This is an optimization exercise on Yosys and OpenROAD, whose aim is small area, not a production implementation. RTL that was checked went through simulation tests only; none was proved equivalent to the original. The flow treats the clock pin as an ideal source, which a real chip does not have. Power figures rest on the tool's default switching activity, not on a simulated workload.

==> module sd_cmd_engine, before the edit <==
module sd_cmd_engine (
    input         clk,
    input         rst_n,
    input         soft_rst_n,
    input         command_ready,
    input         response_expected,
    input         long_response,
    input  [5:0]  command_index,
    input  [31:0] command_argument,
    input         sd_cmd_in,
    input         sd_dat0_in,
    output        sd_cmd_out,
    output        sd_cmd_oe,
    output        cmd_sending,
    output [31:0] response0,
    output [31:0] response1,
    output [31:0] response2,
    output [31:0] response3,
    output        resp_crc_err,
    output        end_command,
    output        end_command_and_response,
    output        response_timeout
);
reg         st_send, st_resp, st_c;
reg         oe;
reg   [7:0] cnt;
reg   [6:0] crc;
reg [119:0] resp;
wire idle      = !st_send && !st_resp;
wire wait_send = idle && st_c;
wire wait_recv = st_resp && !st_c;
wire receiving = st_resp && st_c;
wire send_last  = cnt[5] && cnt[4];
wire timeout    = wait_recv && cnt[6];
wire short_last = cnt[5] && (&cnt[3:0]);
wire long_last  = cnt[7] && cnt[3];
wire recv_last  = long_response ? long_last : short_last;
always @(posedge clk or negedge rst_n) begin
    if (!rst_n) begin
        st_send <= 1'b0;
        st_resp <= 1'b0;
        st_c    <= 1'b0;
    end else if (!soft_rst_n) begin
        st_send <= 1'b0;
        st_resp <= 1'b0;
        st_c    <= 1'b0;
    end else if (st_send) begin
        if (send_last) begin
            st_send <= 1'b0;
            st_resp <= response_expected;
        end
    end else if (!st_resp) begin
        if (!st_c) begin
            st_c <= command_ready;
        end else if (sd_dat0_in) begin
            st_c    <= 1'b0;
            st_send <= 1'b1;
        end
    end else if (!st_c) begin
        if (cnt[6])
            st_resp <= 1'b0;
        else if (!sd_cmd_in)
            st_c <= 1'b1;
    end else if (recv_last) begin
        st_resp <= 1'b0;
        st_c    <= 1'b0;
    end
end
always @(posedge clk or negedge rst_n) begin
    if (!rst_n)
        oe <= 1'b0;
    else
        oe <= st_send;
end
wire       cnt_clr_n = !(idle || (st_send && send_last) || (wait_recv && !sd_cmd_in));
wire [7:0] cnt_next;
sd_cnt_next u_cnt (.c(cnt), .clr_n(cnt_clr_n), .n(cnt_next));
always @(posedge clk)
    cnt <= cnt_next;
wire send_bit;
sd_send_mux u_mux (.c(cnt[5:0]), .f({2'b01, command_index, command_argument}), .crc6(crc[6]), .y(send_bit));
assign sd_cmd_out  = !st_send || send_bit;
assign sd_cmd_oe   = oe;
assign cmd_sending = st_send;
wire crc_win = long_response ? ((|cnt[7:3]) && !(cnt[7] && (cnt[3] || (&cnt[2:0])))) : !short_last;
wire       crc_shift = st_send || (receiving && crc_win);
wire       crc_hold  = !crc_shift && !wait_send;
wire [6:0] crc_next;
sd_crc_next u_crc (.r(crc), .sel(st_send), .d1(send_bit), .d0(sd_cmd_in),
                   .shift(crc_shift), .hold(crc_hold), .n(crc_next));
always @(posedge clk)
    crc <= crc_next;
reg crc_err;
wire crc_done = long_response ? (cnt[7] && (&cnt[2:0])) : short_last;
always @(posedge clk or negedge rst_n) begin
    if (!rst_n)
        crc_err <= 1'b0;
    else if (!soft_rst_n || st_send)
        crc_err <= 1'b0;
    else if (receiving && crc_done)
        crc_err <= |crc;
end
assign resp_crc_err = crc_err;
wire in_8_31 = !cnt[7] && !cnt[6] && !cnt[5] && (cnt[4] || cnt[3]);
wire [3:0] word_en;
assign word_en[3] = receiving && long_response && in_8_31;
assign word_en[2] = receiving && long_response && (cnt[7:5] == 3'd1);
assign word_en[1] = receiving && long_response && (cnt[7:5] == 3'd2);
assign word_en[0] = receiving && (long_response ? (cnt[7:5] == 3'd3)
                                                : (in_8_31 || (cnt[7:3] == 5'd4)));
always @(posedge clk) begin
    if (st_send || !soft_rst_n)
        resp <= 120'd0;
    else begin
        if (word_en[3]) resp[119:96] <= {resp[118:96], sd_cmd_in};
        if (word_en[2]) resp[95:64]  <= {resp[94:64],  sd_cmd_in};
        if (word_en[1]) resp[63:32]  <= {resp[62:32],  sd_cmd_in};
        if (word_en[0]) resp[31:0]   <= {resp[30:0],   sd_cmd_in};
    end
end
assign response0 = resp[31:0];
assign response1 = resp[63:32];
assign response2 = resp[95:64];
assign response3 = {8'd0, resp[119:96]};
assign end_command              = st_resp;
assign end_command_and_response = receiving && recv_last;
assign response_timeout         = timeout;
endmodule
Settings: LEC_CHECK=0, CAP_MARGIN=20, CORE_MARGIN=2, CORE_UTILIZATION=75, PLACE_DENSITY=0.88, SLEW_MARGIN=20, SYNTH_HIERARCHICAL=1, SYNTH_MINIMUM_KEEP_SIZE=0; clock period 10.0 ns.
standard.sh (not shown) runs the stock make flow with config.mk's settings and CLKGATE_MAP_FILE= SYNTH_SCRIPT=/design/flow/synth_recipe.tcl, a recipe that flattens the netlist after the stock synthesis.
==> flow/flow/run.sh <==
#!/bin/bash
# Layout flow: the standard flow (standard.sh, unchanged synthesis), with
#  - port buffers of the smallest buffer cell (buf_1) instead of buffer_ports' default pick,
#  - one tie cell for the constant outputs (no per-pin tie copies),
#  - a clock tree of clkbuf_4 cells without dummy balancing loads; after CTS
#    (post_cts.tcl), downsize.tcl gives logic cells the smallest drive that keeps timing, and
#    cts_fix.tcl sizes each leaf clock buffer to the smallest clkbuf that keeps the
#    flip-flop clock slew low.
# make's full output goes to make_finish.log; each ORFS step keeps its own log under orfs/logs/.
set -euo pipefail
here=$(pwd)
export BUFFER_PORTS_ARGS="-buffer_cell sky130_fd_sc_hd__buf_1"
export SKIP_REPAIR_TIE_FANOUT=1
export CTS_ARGS="-sink_clustering_enable -repair_clock_nets -dont_use_dummy_load -buf_list sky130_fd_sc_hd__clkbuf_4"
export POST_CTS_TCL="$here/flow/post_cts.tcl"
bash standard.sh finish > make_finish.log 2>&1
Other scripts of this flow, unchanged in this note and not shown: flow/flow/cts_fix.tcl, flow/flow/downsize.tcl, flow/flow/post_cts.tcl
Next try:
--- a/flow/design.v
+++ b/flow/design.v
@@ -213,35 +213,15 @@
 sd_crc_next u_crc (.r(crc), .sel(st_send), .d1(send_bit), .d0(sd_cmd_in),
                    .shift(crc_shift), .hold(crc_hold), .n(crc_next));
 always @(posedge clk)
     crc <= crc_next;
-reg crc_err;
-wire crc_done = long_response ? (cnt[7] && (&cnt[2:0])) : short_last;
-always @(posedge clk or negedge rst_n) begin
-    if (!rst_n)
-        crc_err <= 1'b0;
-    else if (!soft_rst_n || st_send)
-        crc_err <= 1'b0;
-    else if (receiving && crc_done)
-        crc_err <= |crc;
-end
-assign resp_crc_err = crc_err;
-wire in_8_31 = !cnt[7] && !cnt[6] && !cnt[5] && (cnt[4] || cnt[3]);
-wire [3:0] word_en;
-assign word_en[3] = receiving && long_response && in_8_31;
-assign word_en[2] = receiving && long_response && (cnt[7:5] == 3'd1);
-assign word_en[1] = receiving && long_response && (cnt[7:5] == 3'd2);
-assign word_en[0] = receiving && (long_response ? (cnt[7:5] == 3'd3)
-                                                : (in_8_31 || (cnt[7:3] == 5'd4)));
+assign resp_crc_err = |crc;
+wire shift_en = receiving && !cnt[7] && (|cnt[6:3]) && !(!long_response && cnt[5] && cnt[3]);
 always @(posedge clk) begin
     if (st_send || !soft_rst_n)
         resp <= 120'd0;
-    else begin
-        if (word_en[3]) resp[119:96] <= {resp[118:96], sd_cmd_in};
-        if (word_en[2]) resp[95:64]  <= {resp[94:64],  sd_cmd_in};
-        if (word_en[1]) resp[63:32]  <= {resp[62:32],  sd_cmd_in};
-        if (word_en[0]) resp[31:0]   <= {resp[30:0],   sd_cmd_in};
-    end
+    else if (shift_en)
+        resp <= {resp[118:0], sd_cmd_in};
 end
 assign response0 = resp[31:0];
 assign response1 = resp[63:32];
 assign response2 = resp[95:64];
After rerunning: The new run passed the timing, design-rule and antenna checks. Wire length fell by a little under a tenth. Sequential power decreases slightly. Global-route usage went down by 1.2 points. Non-clock buffer count goes down by 3. Fmax barely changes. Count of clock-buffer cells in the layout does not change. Synthesized cell count decreases by about a fifth. Setup slack is worse by 0.0030 ns. Design area decreases slightly. Via count drops by roughly a tenth. Cell count is lower by roughly a tenth. First-iteration DRC count decreases by a quarter to a third. Hold slack improved by 0.016 ns. Sequential cell count falls by 1.

== wip/violet ==
Another version of the RTL of sd_cmd_engine (not shown whole).
For scale: about 240 cells after synthesis, roughly 180 I/O pins, ~4900 um^2 of cells after synthesis.
==> module sd_crc_next, before the edit <==
module sd_crc_next (
    input  [6:0] r,
    input        sel,
    input        d1,
    input        d0,
    input        shift,
    input        hold,
    output [6:0] n
);
wire din, fb, f3;
sd_mux2 u_in (.a0(d0), .a1(d1), .s(sel), .y(din));
sd_xor2 u_fb (.a(din), .b(r[6]), .y(fb));
sd_xor2 u_f3 (.a(r[2]), .b(fb), .y(f3));
sd_a22o u_n0 (.a1(shift), .a2(fb),   .b1(hold), .b2(r[0]), .y(n[0]));
sd_a22o u_n1 (.a1(shift), .a2(r[0]), .b1(hold), .b2(r[1]), .y(n[1]));
sd_a22o u_n2 (.a1(shift), .a2(r[1]), .b1(hold), .b2(r[2]), .y(n[2]));
sd_a22o u_n3 (.a1(shift), .a2(f3),   .b1(hold), .b2(r[3]), .y(n[3]));
sd_a22o u_n4 (.a1(shift), .a2(r[3]), .b1(hold), .b2(r[4]), .y(n[4]));
sd_a22o u_n5 (.a1(shift), .a2(r[4]), .b1(hold), .b2(r[5]), .y(n[5]));
sd_a22o u_n6 (.a1(shift), .a2(r[5]), .b1(hold), .b2(r[6]), .y(n[6]));
endmodule
==> module sd_mux2, before the edit <==
module sd_mux2 (
    input  a0,
    input  a1,
    input  s,
    output y
);
assign y = s ? a1 : a0;
endmodule
==> module sd_cmd_engine, before the edit <==
module sd_cmd_engine (
    input         clk,
    input         rst_n,
    input         soft_rst_n,
    input         command_ready,
    input         response_expected,
    input         long_response,
    input  [5:0]  command_index,
    input  [31:0] command_argument,
    input         sd_cmd_in,
    input         sd_dat0_in,
    output        sd_cmd_out,
    output        sd_cmd_oe,
    output        cmd_sending,
    output [31:0] response0,
    output [31:0] response1,
    output [31:0] response2,
    output [31:0] response3,
    output        resp_crc_err,
    output        end_command,
    output        end_command_and_response,
    output        response_timeout
);
reg         st_send, st_resp, st_c;
reg         oe;
reg   [7:0] cnt;
reg   [6:0] crc;
reg [119:0] resp;
wire idle      = !st_send && !st_resp;
wire wait_send = idle && st_c;
wire wait_recv = st_resp && !st_c;
wire receiving = st_resp && st_c;
wire send_last  = cnt[5] && cnt[4];
wire timeout    = wait_recv && cnt[6];
wire short_last = cnt[5] && (&cnt[3:0]);
wire long_last  = cnt[7] && cnt[3];
wire recv_last  = long_response ? long_last : short_last;
always @(posedge clk or negedge rst_n) begin
    if (!rst_n) begin
        st_send <= 1'b0;
        st_resp <= 1'b0;
        st_c    <= 1'b0;
    end else if (!soft_rst_n) begin
        st_send <= 1'b0;
        st_resp <= 1'b0;
        st_c    <= 1'b0;
    end else if (st_send) begin
        if (send_last) begin
            st_send <= 1'b0;
            st_resp <= response_expected;
        end
    end else if (!st_resp) begin
        if (!st_c) begin
            st_c <= command_ready;
        end else if (sd_dat0_in) begin
            st_c    <= 1'b0;
            st_send <= 1'b1;
        end
    end else if (!st_c) begin
        if (cnt[6])
            st_resp <= 1'b0;
        else if (!sd_cmd_in)
            st_c <= 1'b1;
    end else if (recv_last) begin
        st_resp <= 1'b0;
        st_c    <= 1'b0;
    end
end
always @(posedge clk or negedge rst_n) begin
    if (!rst_n)
        oe <= 1'b0;
    else
        oe <= st_send;
end
wire       cnt_clr_n = !(idle || (st_send && send_last) || (wait_recv && !sd_cmd_in));
wire [7:0] cnt_next;
sd_cnt_next u_cnt (.c(cnt), .clr_n(cnt_clr_n), .n(cnt_next));
always @(posedge clk)
    cnt <= cnt_next;
wire send_bit;
sd_send_mux u_mux (.c(cnt[5:0]), .f({2'b01, command_index, command_argument}), .crc6(crc[6]), .y(send_bit));
assign sd_cmd_out  = !st_send || send_bit;
assign sd_cmd_oe   = oe;
assign cmd_sending = st_send;
wire crc_win = long_response ? ((|cnt[7:3]) && !(cnt[7] && (cnt[3] || (&cnt[2:0])))) : !short_last;
wire       crc_shift = st_send || (receiving && crc_win);
wire       crc_hold  = !crc_shift && !wait_send;
wire [6:0] crc_next;
sd_crc_next u_crc (.r(crc), .sel(st_send), .d1(send_bit), .d0(sd_cmd_in),
                   .shift(crc_shift), .hold(crc_hold), .n(crc_next));
always @(posedge clk)
    crc <= crc_next;
assign resp_crc_err = |crc;
wire shift_en = receiving && !cnt[7] && (|cnt[6:3]) && !(!long_response && cnt[5] && cnt[3]);
always @(posedge clk) begin
    if (shift_en)
        resp <= {resp[118:96], resp[95] & long_response,
                 resp[94:64],  resp[63] & long_response,
                 resp[62:32],  resp[31] & long_response,
                 resp[30:0],   sd_cmd_in};
end
assign response0 = resp[31:0];
assign response1 = resp[63:32];
assign response2 = resp[95:64];
assign response3 = {8'd0, resp[119:96]};
assign end_command              = st_resp;
assign end_command_and_response = receiving && recv_last;
assign response_timeout         = timeout;
endmodule
export LEC_CHECK = 0
export CAP_MARGIN = 20
export CORE_MARGIN = 2
export CORE_UTILIZATION = 60
export PLACE_DENSITY = 0.75
export SLEW_MARGIN = 20
export SYNTH_HIERARCHICAL = 1
export SYNTH_MINIMUM_KEEP_SIZE = 0
create_clock -name core_clock -period 10.0 [get_ports {clk}]
==> flow/flow/run.sh <==
#!/bin/bash
# Layout flow: the standard flow (standard.sh, unchanged synthesis), with
#  - port buffers of the smallest buffer cell (buf_1) instead of buffer_ports' default pick,
#  - one tie cell for the constant outputs (no per-pin tie copies),
#  - a clock tree of clkbuf_4 cells without dummy balancing loads; after CTS,
#    cts_fix.tcl upsizes the clock buffers whose loads see a high slew.
# make's full output goes to make_finish.log; each ORFS step keeps its own log under orfs/logs/.
set -euo pipefail
here=$(pwd)
export BUFFER_PORTS_ARGS="-buffer_cell sky130_fd_sc_hd__buf_1"
export SKIP_REPAIR_TIE_FANOUT=1
export CTS_ARGS="-sink_clustering_enable -repair_clock_nets -dont_use_dummy_load -buf_list sky130_fd_sc_hd__clkbuf_4"
export POST_CTS_TCL="$here/flow/cts_fix.tcl"
bash standard.sh finish > make_finish.log 2>&1
==> flow/flow/cts_fix.tcl <==
# Upsize clock-tree buffers whose output slew (placement estimate) is high,
# so every flip-flop clock pin stays well inside the slew limit.
estimate_parasitics -placement
set n_up 0
foreach inst [get_cells *] {
  if {[get_property $inst ref_name] eq "sky130_fd_sc_hd__clkbuf_4"} {
    set worst 0
    foreach pin [get_pins -of_objects [get_nets -of_objects [get_pins -of_objects $inst -filter "direction == output"]]] {
      set s [get_property $pin slew_max]
      if {$s > $worst} { set worst $s }
    }
    if {$worst > 0.105} {
      replace_cell $inst [get_lib_cells */sky130_fd_sc_hd__clkbuf_8]
      incr n_up
    }
  }
}
puts "clock buffers upsized: $n_up"
detailed_placement
check_placement -verbose
[inputs] wip/umber vs wip/violet
--- a/flow/design.v
+++ b/flow/design.v
@@ -85,11 +85,11 @@
     input        shift,
     input        hold,
     output [6:0] n
 );
-wire din, fb, f3;
-sd_mux2 u_in (.a0(d0), .a1(d1), .s(sel), .y(din));
-sd_xor2 u_fb (.a(din), .b(r[6]), .y(fb));
+wire din_n, fb, f3;
+sd_mux2i u_in (.a0(d0), .a1(d1), .s(sel), .y(din_n));
+sd_xnor2 u_fb (.a(din_n), .b(r[6]), .y(fb));
 sd_xor2 u_f3 (.a(r[2]), .b(fb), .y(f3));
 sd_a22o u_n0 (.a1(shift), .a2(fb),   .b1(hold), .b2(r[0]), .y(n[0]));
 sd_a22o u_n1 (.a1(shift), .a2(r[0]), .b1(hold), .b2(r[1]), .y(n[1]));
 sd_a22o u_n2 (.a1(shift), .a2(r[1]), .b1(hold), .b2(r[2]), .y(n[2]));
@@ -97,15 +97,22 @@
 sd_a22o u_n4 (.a1(shift), .a2(r[3]), .b1(hold), .b2(r[4]), .y(n[4]));
 sd_a22o u_n5 (.a1(shift), .a2(r[4]), .b1(hold), .b2(r[5]), .y(n[5]));
 sd_a22o u_n6 (.a1(shift), .a2(r[5]), .b1(hold), .b2(r[6]), .y(n[6]));
 endmodule
-module sd_mux2 (
+module sd_mux2i (
     input  a0,
     input  a1,
     input  s,
     output y
 );
-assign y = s ? a1 : a0;
+assign y = !(s ? a1 : a0);
+endmodule
+module sd_xnor2 (
+    input  a,
+    input  b,
+    output y
+);
+assign y = !(a ^ b);
 endmodule
 module sd_a22o (
     input  a1,
     input  a2,
@@ -165,12 +172,12 @@
         if (send_last) begin
             st_send <= 1'b0;
             st_resp <= response_expected;
         end
+    end else if (command_ready) begin
+        st_c <= 1'b1;
     end else if (!st_resp) begin
-        if (!st_c) begin
-            st_c <= command_ready;
-        end else if (sd_dat0_in) begin
+        if (st_c && sd_dat0_in) begin
             st_c    <= 1'b0;
             st_send <= 1'b1;
         end
     end else if (!st_c) begin
Findings:
Comparing post-synthesis to final-layout area growth for wip/violet and wip/umber, the bigger number came from wip/umber.
wip/umber — count of inverters other than clock inverters in the layout 2 higher, wip/violet as reference
Going from wip/violet to wip/umber, source-to-sink clock delay at the later pin of the worst-skew pair flat, sequential cell count roughly the same, total global routing track utilization went up.
wip/umber vs. wip/violet: worst supply voltage drop on vdd lower; via count of the first global-routing pass higher; shortest clock period the worst path allows after layout higher.
The RTL of wip/umber was laid out without a check of its function.

## re-timing with driven ports
The flow's constraints put no driver on any port. The routed layouts listed below were extracted and timed again, unchanged, in two steps. Step 1: set_driving_cell puts a clkbuf_16 on clk and a buf_2 on each other input, an assumption about the parent block. Step 2 adds t to the input delays and takes it off the output delays; t is the mean of the earliest and latest rising clock arrival at the registers after step 1. Input paths then give back, and output paths get back, about the clock's delay inside the block. a / b / c = ideal ports / drivers / drivers and shift; a / b = the first two.
run | t, ns | setup slack, ns | hold slack, ns | latest minus earliest clock arrival (ns) | worst register clock-pin slew, ns
the first run of note 1 | 0.520 | 4.191 / 4.168 / 4.168 | 0.454 / 0.454 / 0.454 | 0.041 / 0.042 | 0.12 / 0.12
the second run of note 1 | 0.531 | 4.188 / 4.148 / 4.148 | 0.470 / 0.470 / 0.470 | 0.037 / 0.038 | 0.12 / 0.12
wip/violet | 0.408 | 4.210 / 4.187 / 4.187 | 0.427 / 0.427 / 0.427 | 0.022 / 0.022 | 0.10 / 0.10
wip/umber | 0.406 | 4.194 / 4.167 / 4.167 | 0.430 / 0.430 / 0.430 | 0.028 / 0.028 | 0.10 / 0.10
After both steps setup and hold are still met in every run listed. For the second run of note 1, which loses most, drivers alone change the setup slack by -0.040 ns; drivers and shift together by -0.040 ns.
